From an optimization exercise on the open Yosys and OpenROAD flow, aimed at small area, a short achievable clock period and few clock cycles per item; shortcuts taken in it are not production practice.
In this exercise RTL edits were held to simulation tests only and were not proved equivalent to the original.
Power figures rest on the tool's default switching activity, not on a simulated workload.

==> flow/design.v, too long to show whole: its modules and the start of the top module <==
// module fpmul_dp: 1072 lines
// module prefix24: 27 lines
// module fpmul_fa: 9 lines
// module fpmul_ha: 8 lines
// module fpmul_cu: 12 lines
// module fpmul: 20 lines
module fpmul(
    input wire Clk,
    input wire Rst,
    input wire Start,
    input wire [31:0] A,
    input wire [31:0] B,
    output wire Done,
    output wire [31:0] P,
    output wire UF,
    output wire OF,
    output wire NaNF,
    output wire InfF,
    output wire DNF,
    output wire ZF );
  // ...
==> flow/flow/run.sh <==
#!/bin/bash
# Layout flow: the standard flow (standard.sh), run unchanged for
# synthesis, then for the rest of the layout with two ORFS settings changed:
# the port buffers are buf_4 cells (instead of the delay cells the resizer
# picks by default), and timing repair may resize a cell to one of another
# footprint. Each make run's output is kept in its own log file here.
set -euo pipefail
cd "$(dirname "$0")/.."
bash standard.sh synth > synth.log 2>&1
sed 's|"\${@:-finish}"|MATCH_CELL_FOOTPRINT=0 "BUFFER_PORTS_ARGS=-buffer_cell sky130_fd_sc_hd__buf_4" "${@:-finish}"|' \
    standard.sh > layout.sh
grep -q 'MATCH_CELL_FOOTPRINT=0' layout.sh
bash layout.sh finish > layout.log 2>&1
==> flow/standard.sh <==
#!/bin/bash
# synth_recipe.tcl (not shown) runs the flow's synth.tcl, then flattens the netlist and writes it again
# the make line also repeats each setting of config.mk as NAME=value (left out here)
make -C /OpenROAD-flow-scripts/flow DESIGN_CONFIG=/design/flow/config.mk WORK_HOME=/design/flow/orfs CLKGATE_MAP_FILE= SYNTH_SCRIPT=/design/flow/synth_recipe.tcl "${@:-finish}"
==> flow/config.mk <==
export PLATFORM = sky130hd
export DESIGN_NAME = fpmul
export DESIGN_NICKNAME = fpmul
export VERILOG_FILES = /design/flow/design.v
export SDC_FILE = /design/flow/constraint.sdc
export NUM_CORES = 4
export LEC_CHECK = 0
export CAP_MARGIN = 20
export CORE_MARGIN = 2
export CORE_UTILIZATION = 40
export PLACE_DENSITY = 0.6
export SETUP_SLACK_MARGIN = 2.5
export SLEW_MARGIN = 20
export SYNTH_HIERARCHICAL = 1
==> flow/constraint.sdc <==
create_clock -name core_clock -period 8.0 [get_ports {Clk}]
set_input_delay 1.6000 -clock core_clock [delete_from_list [all_inputs] [get_ports {Clk}]]
set_output_delay 1.6000 -clock core_clock [all_outputs]
set_load 0.01 [all_outputs]
==> impl_metrics.py, run 1 <==
metrics = {
    "place": {
        "placed_cells": 2617,
        "gp_congestion": 0.941,
    },
    "sta": {
        "fin_skew_ns": 0,
        "fin_crit_ns": 5.45,
        "final-setup-viol-count": 0,
        "slew_viol_final": 0,
        "final.setup.tns_ns": 0,
    },
    "grt": {
        "grt_use_total": 0.244,
    },
    "floorplan": {
        "num_rows": 79,
        "io_pins": 106,
        "initial_core_util": 0.404,
    },
    "clock_tree": {
        "insertion_delay_ns": 0.37,
        "postCtsResizedCells": 81,
        "post-cts-setup-buffer-count": 9,
        "path_clk_slew_ns": 0.07,
    },
    "cells_and_area": {
        "largest_reg_flops": 25,
        "sh_seq_area": 0.0849,
        "regMostFlops": "dp.hx",
        "nets": 2563,
        "multi_input_area_sq_um": 16400,
        "top_regs": "dp.hx (25), dp.hy (24)",
    },
    "power": {
        "p_leak_nw": 8.46,
        "powerDensity_nw_per_um2": 394,
        "powerComb_mw": 6.99,
    },
    "min_path": {
        "holdCritStartpoint": "cu.busy$_SDFF_PP0_",
    },
    "routing": {
        "vias": 15631,
        "wl_met2_um": 26300,
        "drc": 0,
        "routed_wl_um": 58900,
        "wl_per_cell_um": 22.1,
    },
    "job": {
        "cap_viol_max_count": 0,
    },
    "worst_setup_path": {
        "r2r_setup_slack_ns": 7.46,
        "critical_path.max_stage_delay_ns": 0.53,
        "worstPathRequired_ns": 8.26,
        "slowest_stage": "fa_1",
        "cpMostUsedCell": "fa_1",
        "path_delay_family": "adder cells",
        "cp.arrival_ns": 5.71,
        "path_cells": "buf_4, ha_1, clkinvlp_4, o22ai_1, fa_1, fa_1, fa_1, fa_1, fa_1, ha_1",
        "reg2reg_depth": 1,
    },
    "outcome": {
        "status": "complete, no violations",
    },
    "logic_synthesis": {
        "syn_inst": 2040,
    },
}
Testbench counts, summed over its fixed seeds: cycles 4,096, items 2,048.
==> run 2, diff against run 1 <==
--- a/flow/config.mk
+++ b/flow/config.mk
@@ -7,8 +7,8 @@
 export LEC_CHECK = 0
 export CAP_MARGIN = 20
 export CORE_MARGIN = 2
-export CORE_UTILIZATION = 40
-export PLACE_DENSITY = 0.6
+export CORE_UTILIZATION = 70
+export PLACE_DENSITY = 0.85
 export SETUP_SLACK_MARGIN = 2.5
 export SLEW_MARGIN = 20
 export SYNTH_HIERARCHICAL = 1
==> impl_metrics.py, run 2 <==
metrics = {
    "min_path": {
        "hold_class": "reg2reg",
        "hold_depth": 1,
        "hold_end": "cu.busy$_SDFF_PP0_",
        "holdCritStartpoint": "cu.busy$_SDFF_PP0_",
    },
    "routing": {
        "vias": 16616,
        "avgViaCountPerCell": 6.95,
        "drt_iter0_drc": 2211,
        "routed_wl_um": 58600,
        "wl_per_cell_um": 24.5,
        "dr.pass1.iters": 9,
        "antenna_left": 0,
        "drc": 0,
    },
    "floorplan": {
        "num_rows": 59,
        "dieHeight_um": 168,
        "core_area_sq_um": 26100,
        "die_w_um": 168,
        "die_area_sq_um": 28100,
        "io_pins": 106,
        "initial_core_util": 0.717,
    },
    "logic_synthesis": {
        "synth_warnings": 9,
        "syn_area_per_cell_sq_um": 9.18,
        "syn_inst": 2040,
        "synth_area_sq_um": 18700,
    },
    "worst_setup_path": {
        "critPathMaxFanout": 24,
        "r2r_start": "cu.busy$_SDFF_PP0_",
        "r2r_setup_slack_ns": 7.45,
        "critPathLaunchType": "input port",
        "worstPathRequired_ns": 8.23,
        "cp.arrival_ns": 5.71,
        "cp-end-kind": "register",
        "crit_type": "in2reg",
        "reg2reg_to": "cu.busy$_SDFF_PP0_",
        "reg2reg_depth": 1,
    },
    "cells_and_area": {
        "antennaDiodeCount": 0,
        "fin_util": 0.796,
        "regArea_sq_um": 1790,
        "largest_reg_flops": 25,
        "layout_common_cells": "xnor2_1, fa_1, o22ai_1",
        "multi_input_area_sq_um": 16300,
        "final_common_cell": "xnor2_1",
        "drive_gt1_frac": 0.138,
        "syn2layout_area_growth_pct": 11.0,
        "nets": 2563,
        "n_fill_cell": 1683,
        "regMostFlops": "dp.hx",
        "top_regs": "dp.hx (25), dp.hy (24)",
    },
    "outcome": {
        "status": "complete, no violations",
    },
    "sta": {
        "slew_viol_final": 0,
        "hold_viol": 0,
        "max_freq_mhz": 183,
        "holdWs_ns": 0.430,
        "fin_crit_ns": 5.48,
        "rsz0062_at_grt": "yes",
        "post-route-period-util": 0.685,
        "worstMarginPinSlew_ns": 0.872,
        "max_slew_margin": 0.418,
        "final.setup.tns_ns": 0,
        "fin_skew_ns": 0,
        "setup_ws_ns": 2.52,
        "final-setup-viol-count": 0,
    },
    "grt": {
        "antenna_found_initial": 0,
        "grt_max_degree": 54,
        "grt_use_total": 0.402,
        "grt_pass1_wl_um": 88200,
        "grt_overflow": 0,
        "grt_pass1_vias": 16491,
    },
    "clock_tree": {
        "cts_tree": "built",
        "insertion_delay_ns": 0.34,
        "cts_hold_buf": 0,
        "clk_path_buf_depth": 2,
        "path_clk_slew_ns": 0.07,
        "cts_root_buf": "clkbuf_16",
        "h-tree-depth": 3,
        "cts_buffers": 9,
        "cts.sinks": 89,
    },
    "power": {
        "vdd_drop_max_mv": 0.238,
        "powerDensity_nw_per_um2": 402,
        "p_leak_nw": 8.45,
    },
    "place": {
        "preCtsSetupSlack_ns": 1.78,
        "dp_hpwl_um": 41800,
        "gp_congestion": 1.03,
        "portBuffers": 105,
    },
    "job": {
        "cap_viol_max_count": 0,
    },
}
-- run 2: metrics by stage --
stage / power [mW] / area (sq um) / std cells
after global placement: 6.88 / 19500 / 2346
final: 8.36 / 20800 / 2392
after detailed placement: 7.19 / 19500 / 2346
after floorplan: 5.36 / 18800 / 2053
after CTS: 7.98 / 20300 / 2371
after global routing: 9.12 / 20800 / 2392
-- run 2: layer usage --
layer  up-vias  part of all wire  global-route usage
met2      1256              0.43               0.634
met5         -                 0                   0
met1      7914              0.36               0.503
li1       7091                 -                   -
met3       355              0.13               0.117
met4         0             0.073               0.210
-- run 2: worst max path at each step --
stage	endpoint	from	slack, ns	cells past startpoint
after floorplan	dp.zlk_r$_DFF_P_	B[1]	2.53	16
after CTS	dp.zlk_r$_DFF_P_	B[3]	2.50	12
after global routing	P[25]	dp.xl[16]$_DFF_P_	2.44	19
after detailed placement	dp.zlk_r$_DFF_P_	B[1]	1.78	15
final	dp.hx[3]$_DFF_P_	B[19]	2.52	10
after global placement	dp.zlk_r$_DFF_P_	B[1]	1.90	14
-- run 2: repair_timing --
| item | 4_1_cts | 5_1_grt |
|---|---|---|
| endpoints found under the hold margin | 0 | 0 |
| pin swaps | 8 | 9 |
| buffers inserted | 4 | 12 |
| cloned | 5 | 9 |
| setup endpoints to repair | 63 | 62 |
| resized for setup | 77 | 71 |
-- run 2: worst max-delay path: stages --
cell and delay, ns:
buf_4 0.14, ha_1 0.36, clkinvlp_4 0.50, o22ai_1 0.35, fa_1 0.54, fa_1 0.44, fa_1 0.51, fa_1 0.55
fa_1 0.42, ha_1 0.29
-- run 2: layout make-up --
type                            count  area share
Multi-Input combinational cell   1669       0.786
Tap cell                          335      0.0202
Clock inverter                      5     0.00409
Inverter                          136      0.0344
Clock buffer                       11      0.0122
Timing Repair Buffer              138      0.0539
Timing Repair inverter              9     0.00307
Sequential cell                    89      0.0861
-- run 2: power breakdown --
part,internal [mW],switching [mW],total (mW)
Clock,0.293,0.188,0.481
Combinational,3.17,3.81,6.98
Sequential,0.752,0.146,0.898

separate check: timing with driven ports:
The flow's constraints put no driver on any port. The routed layouts listed below were extracted and timed again, unchanged, in two steps.
Step 1, drivers: a clkbuf_16 drives Clk and a buf_2 each remaining input, both assumed.
Step 2, shift: input delay + t, output delay - t, t = (earliest + latest rising clock arrival at the registers) / 2. This alone moves slack from input paths to output paths.
a / b / c = ideal / step 1 / step 2; a / b = the first two.
run	t, ns	setup WS [ns]	worst setup path after step 2	worst register clock-pin slew, ns
run 1	0.423	2.548 / 2.577 / 2.155	input to register	0.08 / 0.08
run 2	0.401	2.522 / 2.535 / 2.150	input to register	0.08 / 0.08
After both steps every run listed still meets setup and hold. The setup slack of run 1, which loses most, moves by +0.029 ns with the drivers and by -0.393 ns with both steps.
